Background: an optimization exercise with open tools, aiming at small area. Do not read the settings as production practice. Where RTL was checked, it was by simulation tests only, not by an equivalence proof against the original. No activity file was given, so power comes from the tool's default toggle rates.

==> v13 <==
==> flow/design.v (excerpt) <==
module FinalProject(answer, submit, clk, rst, redOut, greenOut, LCD_ON, LCD_RW, LCD_EN, LCD_RS, LCD_DATA);
==> module LCD_Controller, before the edit <==
module LCD_Controller (
input [7:0] iDATA,
input iRS,
input iStart,
output reg oDone,
input iCLK,iRST_N,
output [7:0] LCD_DATA,
output LCD_RW,
output LCD_EN,
output LCD_RS	);
reg		[4:0]	Cont;
reg		preStart;
wire	rise = iStart & ~preStart;
always@(posedge iCLK)
	preStart	<=	iStart;
assign	LCD_DATA	=	iDATA;
assign	LCD_RW		=	1'b0;
assign	LCD_RS		=	iRS;
assign	LCD_EN		=	Cont[4] | (&Cont[3:1]);
always@(posedge iCLK or negedge iRST_N)
begin
	if(!iRST_N)
	begin
		oDone	<=	1'b0;
		Cont	<=	5'd0;
	end
	else
	begin
		if(Cont != 5'd0)
			Cont	<=	Cont + 1'b1;
		else if(rise)
			Cont	<=	5'd12;
		if(&Cont)
			oDone	<=	1'b1;
		else if(rise)
			oDone	<=	1'b0;
	end
end
endmodule
==> module FinalProject, before the edit <==
module FinalProject(answer, submit, clk, rst, redOut, greenOut, LCD_ON, LCD_RW, LCD_EN, LCD_RS, LCD_DATA);
output LCD_ON;	 
output LCD_RW;	 
output LCD_EN;	 
output LCD_RS;	 
output [7:0] LCD_DATA;	 
input [10:0] answer;
input submit, clk, rst;
output redOut, greenOut;
localparam	Start   = 3'd0,
		pulseS  = 3'd1,
		Q       = 3'd2,
		check   = 3'd3,
		wrong   = 3'd4,
		correct = 3'd5,
		pulseW  = 3'd6,
		pulseC  = 3'd7;
localparam	K_Q       = 2'b00,
		K_WRONG   = 2'b01,
		K_CORRECT = 2'b10,
		K_START   = 2'b11;
reg [2:0] S;
reg [4:0] q;
reg Pulse;
reg Match;	 
reg [1:0] Kind;
assign greenOut = Kind[1] & ~Kind[0];
assign redOut = Kind[0] & ~Kind[1];
wire [10:0] SWO;
debounce_DE2_SW deb(clk, rst, answer, SWO);
reg [10:0] Key;
always @(*)
begin
	case (q)
	5'd0:  Key = 11'b00000000001;
	5'd1:  Key = 11'b00000000010;
	5'd2:  Key = 11'b00000000100;
	5'd3:  Key = 11'b00000001000;
	5'd4:  Key = 11'b00000010000;
	5'd5:  Key = 11'b00000100000;
	5'd6:  Key = 11'b00001000000;
	5'd7:  Key = 11'b00010000000;
	5'd8:  Key = 11'b00100000000;
	5'd9:  Key = 11'b01000000000;
	5'd10: Key = 11'b10000000000;
	5'd11: Key = 11'b10000000010;
	5'd12: Key = 11'b10000000100;
	5'd13: Key = 11'b10000001000;
	5'd14: Key = 11'b10000010000;
	5'd15: Key = 11'b10000100000;
	5'd16: Key = 11'b00000000101;
	5'd17: Key = 11'b00000001001;
	5'd18: Key = 11'b00000010001;
	5'd19: Key = 11'b00000100001;
	5'd20: Key = 11'b00001000001;
	5'd21: Key = 11'b00010000001;
	5'd22: Key = 11'b00100000001;
	default: Key = 11'b01000000001;
	endcase
end
always @ (posedge clk or negedge rst)
begin
	if (rst == 1'b0)
	begin
		S <= Start;
		q <= 5'd0;
		Pulse <= 1'b1;
		Kind <= K_START;
	end
	else
	begin
		case (S)
		Start:
		begin
			Kind <= K_START;
			Pulse <= 1'b0;
			if (submit) S <= pulseS;
		end
		pulseS:
		begin
			Pulse <= 1'b1;
			if (!submit) S <= Q;
		end
		Q:
		begin
			Pulse <= 1'b0;
			Kind <= K_Q;
			if (submit) S <= check;
		end
		check:
		begin
			Pulse <= 1'b1;
			if (!submit) S <= Q;
			else if (Match) S <= correct;
			else S <= wrong;
		end
		wrong:
		begin
			Kind <= K_WRONG;
			Pulse <= 1'b0;
			if (!submit) S <= pulseW;
		end
		correct:
		begin
			Kind <= K_CORRECT;
			Pulse <= 1'b0;
			if (!submit) S <= pulseC;
		end
		pulseW:
		begin
			Pulse <= 1'b1;
			S <= Q;
		end
		pulseC:
		begin
			Pulse <= 1'b1;
			if (q == 5'd23)
			begin
				q <= 5'd0;
				S <= Start;
			end
			else
			begin
				q <= q + 1'b1;
				S <= Q;
			end
		end
		endcase
	end
end
always @ (posedge clk)
begin
	if (S == Q)
		Match <= (SWO == Key);
end
lcdlab1 info(
	.rst(rst),
  .CLOCK_50(clk),
  .LCD_ON(LCD_ON),
  .LCD_RW(LCD_RW),
  .LCD_EN(LCD_EN),
  .LCD_RS(LCD_RS),
  .LCD_DATA(LCD_DATA),
  .Kind(Kind),
  .Qn(q),
  .Pulse(Pulse)
);
endmodule
==> module debouncer, before the edit <==
module debouncer (clk, rst_n, noisy, clean);
input rst_n, clk, noisy;
output clean;
reg lvl;
reg [12:0] cnt;
wire low0 = ~|cnt[10:0];
wire settled = low0 & ~cnt[11];
wire fresh = settled & cnt[12];
wire last = low0 & cnt[11] & ~cnt[12];
wire fb = cnt[12] ^ cnt[10] ^ cnt[3] ^ (cnt[8] & cnt[0]);
assign clean = lvl ^ fresh;
always @ (posedge clk or negedge rst_n)
begin
	if (rst_n == 1'b0)
	begin
		lvl <= 1'b0;
		cnt <= 13'd0;
	end
	else
	begin
		cnt <= {cnt[11:0], settled ? (noisy ^ lvl) : fb};
		if (last)
			lvl <= ~lvl;
	end
end
endmodule
==> flow/config.mk <==
export PLATFORM = sky130hd
export DESIGN_NAME = FinalProject
export DESIGN_NICKNAME = FinalProject
export VERILOG_FILES = /design/flow/design.v
export SDC_FILE = /design/flow/constraint.sdc
export NUM_CORES = 4
export LEC_CHECK = 0
export CAP_MARGIN = 20
export CORE_MARGIN = 2
export CORE_UTILIZATION = 40
export SLEW_MARGIN = 20
==> flow/constraint.sdc <==
create_clock -name core_clock -period 10.0 [get_ports {clk}]
set_input_delay 2.0000 -clock core_clock [delete_from_list [all_inputs] [get_ports {clk}]]
set_output_delay 2.0000 -clock core_clock [all_outputs]
set_load 0.01 [all_outputs]
standard.sh (not shown) runs the stock make flow with config.mk's settings and CLKGATE_MAP_FILE= SYNTH_SCRIPT=/design/flow/synth_recipe.tcl, a recipe that flattens the netlist after the stock synthesis.
==> flow/flow/run.sh <==
#!/bin/bash
# Own layout flow: the standard ORFS flow (standard.sh), with two
# changes: synthesis maps the logic with an area-oriented ABC script
# (flow/abc_area.script, in a copy of ORFS's scripts folder), and clock tree
# synthesis uses fewer, larger clusters and no dummy loads.
set -euo pipefail
W=$PWD
rm -rf "$W/scr"
cp -r "$FLOW_HOME/scripts" "$W/scr"
cp "$W/flow/abc_area.script" "$W/scr/abc_area.script"
CTS="$(cat "$W/flow/cts_args.txt")"
EXTRA=()
if [[ -f "$W/flow/buffer_ports_args.txt" ]]; then EXTRA+=("BUFFER_PORTS_ARGS=$(cat "$W/flow/buffer_ports_args.txt")"); fi
bash "$W/standard.sh" SCRIPTS_DIR="$W/scr" ABC_AREA=1 "CTS_ARGS=$CTS" "${EXTRA[@]}" finish > "$W/orfs_make.log" 2>&1
==> flow/flow/abc_area.script <==
strash
&get -n
&deepsyn -T 30
&dch
&nf -R 1000
&put
topo
==> flow/flow/buffer_ports_args.txt <==
-buffer_cell sky130_fd_sc_hd__buf_1
==> flow/flow/cts_args.txt <==
-sink_clustering_enable -repair_clock_nets -dont_use_dummy_load -buf_list {sky130_fd_sc_hd__clkbuf_4 sky130_fd_sc_hd__clkbuf_8} -sink_clustering_size 12 -sink_clustering_max_diameter 50
==> v29 (differences from v13) <==
--- a/flow/design.v
+++ b/flow/design.v
@@ -1,21 +1,13 @@
-module	Reset_Delay( input iCLK, input iRST_N, input iWrap, output reg oRESET);
-reg	[2:0]	Cont;
+module	Reset_Delay( input iCLK, input iRST_N, input iEnd, output reg oRESET);
 always@(posedge iCLK or negedge iRST_N)
 begin
 	if(!iRST_N)
-	begin
-		Cont	<=	3'd0;
 		oRESET	<=	1'b0;
-	end
-	else if(!oRESET && iWrap)
-	begin
-		Cont	<=	Cont + 1'b1;
-		if(Cont[2])
-			oRESET	<=	1'b1;
-	end
+	else if(iEnd)
+		oRESET	<=	1'b1;
 end
 endmodule
 module LCD_Controller (
 input [7:0] iDATA,
 input iRS,
 input iStart,
@@ -56,67 +48,76 @@
 endmodule
 module    LCD_TEST (
 	input rst, Pulse,
 	input [1:0]Kind,
 	input [4:0]Qn,
   input iCLK,iRST_N,
-  output oWrap,
+  output oEnd,
   output [7:0]     LCD_DATA,
   output LCD_RW,LCD_EN,LCD_RS
 );
 reg    [5:0]    LUT_INDEX;
-wire   [8:0]    LUT_DATA;
+wire   [7:0]    LUT_DATA;
 reg    [1:0]    mLCD_ST;
 reg    [9:0]    mDLY;
 reg    [7:0]    mLCD_DATA;
-reg        mLCD_RS;
+wire        mLCD_RS = ~mLCD_DATA[7] & (mLCD_DATA[6] | (mLCD_DATA[5] & (~mLCD_DATA[4] | mLCD_DATA[1])));
 wire        mLCD_Done;
 wire        mLCD_Start = (mLCD_ST == 2'd1);
 wire        run = ~(LUT_INDEX[5] & LUT_INDEX[4]);
 wire   [9:0]    mDLY_next = {mDLY[8:0], mDLY[9] ^ mDLY[6]};
 wire        dly_end = (mDLY == 10'h200);
-assign oWrap = dly_end;
+assign oEnd = ~iRST_N & dly_end & (LUT_INDEX == 6'd9);
 always@(posedge iCLK or negedge iRST_N)
 begin
     if(!iRST_N)
     begin
-        LUT_INDEX    <=    6'd10;
         mLCD_ST      <=    2'd0;
         mLCD_DATA    <=    8'd0;
-        mLCD_RS      <=    1'b0;
     end
     else
     begin
         if(Pulse)
         begin
-            LUT_INDEX    <=    6'd10;
             mLCD_ST      <=    2'd0;
             mLCD_DATA    <=    8'd0;
-            mLCD_RS      <=    1'b0;
         end
         if(run)
         begin
             case(mLCD_ST)
             2'd0:    begin
-                    mLCD_DATA    <=    LUT_DATA[7:0];
-                    mLCD_RS      <=    LUT_DATA[8];
+                    mLCD_DATA    <=    LUT_DATA;
                     mLCD_ST      <=    2'd1;
                 end
             2'd1:    if(mLCD_Done) mLCD_ST <= 2'd2;
             2'd2:    if(dly_end) mLCD_ST <= 2'd3;
-            2'd3:    begin
-                    LUT_INDEX    <=    LUT_INDEX + 1'b1;
-                    mLCD_ST      <=    2'd0;
-                end
+            2'd3:    mLCD_ST      <=    2'd0;
             endcase
         end
     end
 end
 always@(posedge iCLK or negedge rst)
 begin
     if(!rst)
+        LUT_INDEX    <=    6'd5;
+    else if(!iRST_N)
+    begin
+        if(dly_end)
+            LUT_INDEX    <=    LUT_INDEX + 1'b1;
+    end
+    else
+    begin
+        if(Pulse)
+            LUT_INDEX    <=    6'd10;
+        if(run && mLCD_ST == 2'd3)
+            LUT_INDEX    <=    LUT_INDEX + 1'b1;
+    end
+end
+always@(posedge iCLK or negedge rst)
+begin
+    if(!rst)
         mDLY    <=    10'h240;
     else if(!iRST_N)
         mDLY    <=    mDLY_next;
     else
     begin
         if(Pulse)
@@ -135,16 +136,15 @@
 .iRST_N(iRST_N),
 .LCD_DATA(LCD_DATA),
 .LCD_RW(LCD_RW),
 .LCD_EN(LCD_EN),
 .LCD_RS(LCD_RS)    );
 endmodule
-module LCD_LUT(input [5:0] idx, input [1:0] kind, input [4:0] qn, output reg [8:0] data);
+module LCD_LUT(input [5:0] idx, input [1:0] kind, input [4:0] qn, output reg [7:0] data);
 always @(*) begin
   if (idx[5]) begin
-    data[8] = 1'b1;
     casez ({kind, qn, idx[3:0]})
       {2'b01, 5'b?????, 4'd0}: data[7:0] = 8'h20;
       {2'b01, 5'b?????, 4'd1}: data[7:0] = 8'h20;
       {2'b01, 5'b?????, 4'd2}: data[7:0] = 8'h20;
       {2'b01, 5'b?????, 4'd3}: data[7:0] = 8'h20;
       {2'b01, 5'b?????, 4'd4}: data[7:0] = 8'h20;
@@ -576,35 +576,35 @@
       {2'b00, 5'd23, 4'd14}: data[7:0] = 8'h20;
       {2'b00, 5'd23, 4'd15}: data[7:0] = 8'h20;
       default: data[7:0] = 8'h20;
     endcase
   end else begin
     case (idx[4:0])
-      5'd10: data = 9'h038;
-      5'd11: data = 9'h00C;
-      5'd12: data = 9'h001;
-      5'd13: data = 9'h006;
-      5'd14: data = 9'h080;
-      5'd15: data = 9'h153;
-      5'd16: data = 9'h170;
-      5'd17: data = 9'h161;
-      5'd18: data = 9'h16E;
-      5'd19: data = 9'h169;
-      5'd20: data = 9'h173;
-      5'd21: data = 9'h168;
-      5'd22: data = 9'h13E;
-      5'd23: data = 9'h145;
-      5'd24: data = 9'h16E;
-      5'd25: data = 9'h167;
-      5'd26: data = 9'h16C;
-      5'd27: data = 9'h169;
-      5'd28: data = 9'h173;
-      5'd29: data = 9'h168;
-      5'd30: data = 9'h120;
-      5'd31: data = 9'h0C0;
-      default: data = 9'h038;
+      5'd10: data = 8'h38;
+      5'd11: data = 8'h0C;
+      5'd12: data = 8'h01;
+      5'd13: data = 8'h06;
+      5'd14: data = 8'h80;
+      5'd15: data = 8'h53;
+      5'd16: data = 8'h70;
+      5'd17: data = 8'h61;
+      5'd18: data = 8'h6E;
+      5'd19: data = 8'h69;
+      5'd20: data = 8'h73;
+      5'd21: data = 8'h68;
+      5'd22: data = 8'h3E;
+      5'd23: data = 8'h45;
+      5'd24: data = 8'h6E;
+      5'd25: data = 8'h67;
+      5'd26: data = 8'h6C;
+      5'd27: data = 8'h69;
+      5'd28: data = 8'h73;
+      5'd29: data = 8'h68;
+      5'd30: data = 8'h20;
+      5'd31: data = 8'hC0;
+      default: data = 8'h38;
     endcase
   end
 end
 endmodule
 module lcdlab1(
 	input rst,
@@ -616,23 +616,23 @@
   output [7:0] LCD_DATA,	 
   input [1:0] Kind,
   input [4:0] Qn,
   input Pulse
 );
 wire DLY_RST;
-wire DLY_WRAP;
-Reset_Delay r0(.iCLK(CLOCK_50), .iRST_N(rst), .iWrap(DLY_WRAP), .oRESET(DLY_RST));
+wire DLY_END;
+Reset_Delay r0(.iCLK(CLOCK_50), .iRST_N(rst), .iEnd(DLY_END), .oRESET(DLY_RST));
 assign	LCD_ON		=	1'b1;
 LCD_TEST u1(
 	.rst(rst),
 	.Pulse(Pulse),
 	.Kind(Kind),
 	.Qn(Qn),
    .iCLK(CLOCK_50),
    .iRST_N(DLY_RST),
-   .oWrap(DLY_WRAP),
+   .oEnd(DLY_END),
    .LCD_DATA(LCD_DATA),
    .LCD_RW(LCD_RW),
    .LCD_EN(LCD_EN),
    .LCD_RS(LCD_RS)
 );
 endmodule
@@ -642,24 +642,20 @@
 output LCD_EN;	 
 output LCD_RS;	 
 output [7:0] LCD_DATA;	 
 input [10:0] answer;
 input submit, clk, rst;
 output redOut, greenOut;
-localparam	Start   = 3'd0,
-		pulseS  = 3'd1,
-		Q       = 3'd2,
-		check   = 3'd3,
-		wrong   = 3'd4,
-		correct = 3'd5,
-		pulseW  = 3'd6,
-		pulseC  = 3'd7;
-localparam	K_Q       = 2'b00,
-		K_WRONG   = 2'b01,
-		K_CORRECT = 2'b10,
-		K_START   = 2'b11;
+localparam	Q       = 3'b000,
+		wrong   = 3'b001,
+		correct = 3'b010,
+		Start   = 3'b011,
+		check   = 3'b100,
+		pulseW  = 3'b101,
+		pulseC  = 3'b110,
+		pulseS  = 3'b111;
 reg [2:0] S;
 reg [4:0] q;
 reg Pulse;
 reg Match;	 
 reg [1:0] Kind;
 assign greenOut = Kind[1] & ~Kind[0];
@@ -700,61 +696,34 @@
 begin
 	if (rst == 1'b0)
 	begin
 		S <= Start;
 		q <= 5'd0;
 		Pulse <= 1'b1;
-		Kind <= K_START;
+		Kind <= Start[1:0];
 	end
 	else
 	begin
+		Pulse <= S[2];
+		if (!S[2])
+			Kind <= S[1:0];
 		case (S)
-		Start:
-		begin
-			Kind <= K_START;
-			Pulse <= 1'b0;
-			if (submit) S <= pulseS;
-		end
-		pulseS:
-		begin
-			Pulse <= 1'b1;
-			if (!submit) S <= Q;
-		end
-		Q:
-		begin
-			Pulse <= 1'b0;
-			Kind <= K_Q;
-			if (submit) S <= check;
-		end
+		Start:   if (submit) S <= pulseS;
+		pulseS:  if (!submit) S <= Q;
+		Q:       if (submit) S <= check;
 		check:
 		begin
-			Pulse <= 1'b1;
 			if (!submit) S <= Q;
 			else if (Match) S <= correct;
 			else S <= wrong;
 		end
-		wrong:
-		begin
-			Kind <= K_WRONG;
-			Pulse <= 1'b0;
-			if (!submit) S <= pulseW;
-		end
-		correct:
-		begin
-			Kind <= K_CORRECT;
-			Pulse <= 1'b0;
-			if (!submit) S <= pulseC;
-		end
-		pulseW:
-		begin
-			Pulse <= 1'b1;
-			S <= Q;
-		end
+		wrong:   if (!submit) S <= pulseW;
+		correct: if (!submit) S <= pulseC;
+		pulseW:  S <= Q;
 		pulseC:
 		begin
-			Pulse <= 1'b1;
 			if (q == 5'd23)
 			begin
 				q <= 5'd0;
 				S <= Start;
 			end
 			else
==> flow/flow/cts_args.txt (replaced) <==
-sink_clustering_enable -repair_clock_nets -dont_use_dummy_load -buf_list sky130_fd_sc_hd__clkbuf_8 -sink_clustering_size 26 -sink_clustering_max_diameter 60
--- a/flow/config.mk
+++ b/flow/config.mk
@@ -4,8 +4,8 @@
 export VERILOG_FILES = /design/flow/design.v
 export SDC_FILE = /design/flow/constraint.sdc
 export NUM_CORES = 4
 export LEC_CHECK = 0
 export CAP_MARGIN = 20
 export CORE_MARGIN = 2
-export CORE_UTILIZATION = 40
+export CORE_UTILIZATION = 65
 export SLEW_MARGIN = 20
==> v26 (differences from v13) <==
--- a/flow/design.v
+++ b/flow/design.v
@@ -25,27 +25,27 @@
 output LCD_RW,
 output LCD_EN,
 output LCD_RS	);
 reg		[4:0]	Cont;
 reg		preStart;
 wire	rise = iStart & ~preStart;
-always@(posedge iCLK)
-	preStart	<=	iStart;
 assign	LCD_DATA	=	iDATA;
 assign	LCD_RW		=	1'b0;
 assign	LCD_RS		=	iRS;
 assign	LCD_EN		=	Cont[4] | (&Cont[3:1]);
 always@(posedge iCLK or negedge iRST_N)
 begin
 	if(!iRST_N)
 	begin
 		oDone	<=	1'b0;
+		preStart<=	1'b0;
 		Cont	<=	5'd0;
 	end
 	else
 	begin
+		preStart<=	iStart;
 		if(Cont != 5'd0)
 			Cont	<=	Cont + 1'b1;
 		else if(rise)
 			Cont	<=	5'd12;
 		if(&Cont)
 			oDone	<=	1'b1;
@@ -700,12 +700,13 @@
 begin
 	if (rst == 1'b0)
 	begin
 		S <= Start;
 		q <= 5'd0;
 		Pulse <= 1'b1;
+		Match <= 1'b0;
 		Kind <= K_START;
 	end
 	else
 	begin
 		case (S)
 		Start:
@@ -719,12 +720,13 @@
 			Pulse <= 1'b1;
 			if (!submit) S <= Q;
 		end
 		Q:
 		begin
 			Pulse <= 1'b0;
+			Match <= (SWO == Key);
 			Kind <= K_Q;
 			if (submit) S <= check;
 		end
 		check:
 		begin
 			Pulse <= 1'b1;
@@ -763,17 +765,12 @@
 				S <= Q;
 			end
 		end
 		endcase
 	end
 end
-always @ (posedge clk)
-begin
-	if (S == Q)
-		Match <= (SWO == Key);
-end
 lcdlab1 info(
 	.rst(rst),
   .CLOCK_50(clk),
   .LCD_ON(LCD_ON),
   .LCD_RW(LCD_RW),
   .LCD_EN(LCD_EN),
@@ -807,23 +804,26 @@
 reg lvl;
 reg [12:0] cnt;
 wire low0 = ~|cnt[10:0];
 wire settled = low0 & ~cnt[11];
 wire fresh = settled & cnt[12];
 wire last = low0 & cnt[11] & ~cnt[12];
-wire fb = cnt[12] ^ cnt[10] ^ cnt[3] ^ (cnt[8] & cnt[0]);
+wire fb = (cnt[12] ^ cnt[3] ^ cnt[2] ^ cnt[0]) & ~settled;
 assign clean = lvl ^ fresh;
 always @ (posedge clk or negedge rst_n)
 begin
 	if (rst_n == 1'b0)
 	begin
 		lvl <= 1'b0;
 		cnt <= 13'd0;
 	end
 	else
 	begin
-		cnt <= {cnt[11:0], settled ? (noisy ^ lvl) : fb};
+		if (settled & (noisy ^ lvl))
+			cnt <= 13'h0B1C;
+		else
+			cnt <= {cnt[11:0], fb};
 		if (last)
 			lvl <= ~lvl;
 	end
 end
 endmodule
==> flow/flow/run.sh (replaced) <==
#!/bin/bash
# Own layout flow: the standard ORFS flow (standard.sh), with two
# changes: synthesis maps the logic with an area-oriented ABC script
# (flow/abc_area.script, in a copy of ORFS's scripts folder), and clock tree
# synthesis uses fewer, larger clusters and no dummy loads.
set -euo pipefail
W=$PWD
rm -rf "$W/scr"
cp -r "$FLOW_HOME/scripts" "$W/scr"
cp "$W/flow/abc_area.script" "$W/scr/abc_area.script"
CTS="$(cat "$W/flow/cts_args.txt")"
bash "$W/standard.sh" SCRIPTS_DIR="$W/scr" ABC_AREA=1 "CTS_ARGS=$CTS" finish > "$W/orfs_make.log" 2>&1
==> flow/flow/cts_args.txt (replaced) <==
-sink_clustering_enable -repair_clock_nets -dont_use_dummy_load -buf_list sky130_fd_sc_hd__clkbuf_8 -sink_clustering_size 20 -sink_clustering_max_diameter 60
removed: flow/flow/buffer_ports_args.txt
==> comparison <==
- The highest hold slack belongs to v29, the lowest to v26.
- Power, lowest first: v29, v13, v26.
- Clock skew: v29 is lower than v26 (0.010 ns).
- Of v29 and v26, v26 has the higher non-clock buffer count (gap 4).
- In v13 the register-to-register slack is worse than in v29, by 0.23 ns.
- Of v26 and v29, v26 has the higher flip-flop and latch count (gap 4).
- In v13 the area after synthesis is larger than in v29, by about 2.3%.
- Die area: v29 < v13 < v26.
==> figures <==
Outcome: v13 finished clean; v26 finished clean; v29 finished clean
Net count, final: v13 907; v26 954; v29 865
Cell area after synthesis: v13 0.00876 mm2; v26 0.00938 mm2; v29 0.00856 mm2
Depth of the worst register-to-register path: v13 12; v26 11; v29 10
Flip-flop and latch area: v13 0.00511 mm2; v26 0.00511 mm2; v29 0.00502 mm2
Placement row count: v13 54; v26 56; v29 41
Area fraction in and, or, nand and nor cells after synthesis: v13 0.176; v26 0.208; v29 0.170
Die Width: v13 152 um; v26 157 um; v29 119 um
Data-path buffer share of cell area in the final layout: v13 0.0126; v26 0.0302; v29 0.0132
Avg Cell Area, Syn: v13 10.7 um2; v26 10.0 um2; v29 10.8 um2
Clock sink count: v13 204; v26 204; v29 200
Via count: v13 6425; v26 6639; v29 6494
Power attributed to sequential cells: v13 959 uW; v26 1.49 mW; v29 930 uW
Power density normalized to cell area: v13 202 mW/mm2; v26 287 mW/mm2; v29 185 mW/mm2
Switching Power: v13 661 uW; v26 1.08 mW; v29 547 uW
Met2 routing resource usage after global routing: v13 0.252; v26 0.258; v29 0.501
Number of buffers outside the clock class in the layout: v13 28; v26 32; v29 28
Max incr delay on CP: v13 0.83 ns; v26 0.68 ns; v29 0.81 ns
The RTL of v29 and v26 was laid out without a check of its function.

==> static timing again, ports no longer ideal <==
The results above use ideal ports. As a check the final layouts listed here were re-extracted and re-timed, cells and wires unchanged. Step 1, drivers: a clkbuf_16 drives clk and a buf_2 each remaining input, both assumed. Step 2 moves the port delays by t, midway between the first and last clock arrival at a register: inputs arrive t later, outputs are due t later. That takes back most of the time a late clock gives input paths. Three values: ideal, step 1, step 2; two values: the first two.
| run | shift t [ns] | slack for setup (ns) | hold slack, ns | worst register clock-pin slew, ns | worst data-port slew with drivers (ns) |
|---|---|---|---|---|---|
| v13 | 0.554 | 5.900 / 5.900 / 5.900 | 0.259 / 0.259 / 0.259 | 0.09 / 0.09 | 0.03 |
| v29 | 0.476 | 6.134 / 6.127 / 5.917 | 0.335 / 0.335 / 0.335 | 0.10 / 0.10 | 0.04 |
| v26 | 0.554 | 5.651 / 5.613 / 6.028 | 0.241 / 0.241 / 0.241 | 0.11 / 0.11 | 0.04 |
After both steps every run listed still meets setup and hold. For v29, which loses most, drivers alone change the setup slack by -0.007 ns; drivers and shift together by -0.217 ns. Setup slack includes reset recovery checks.
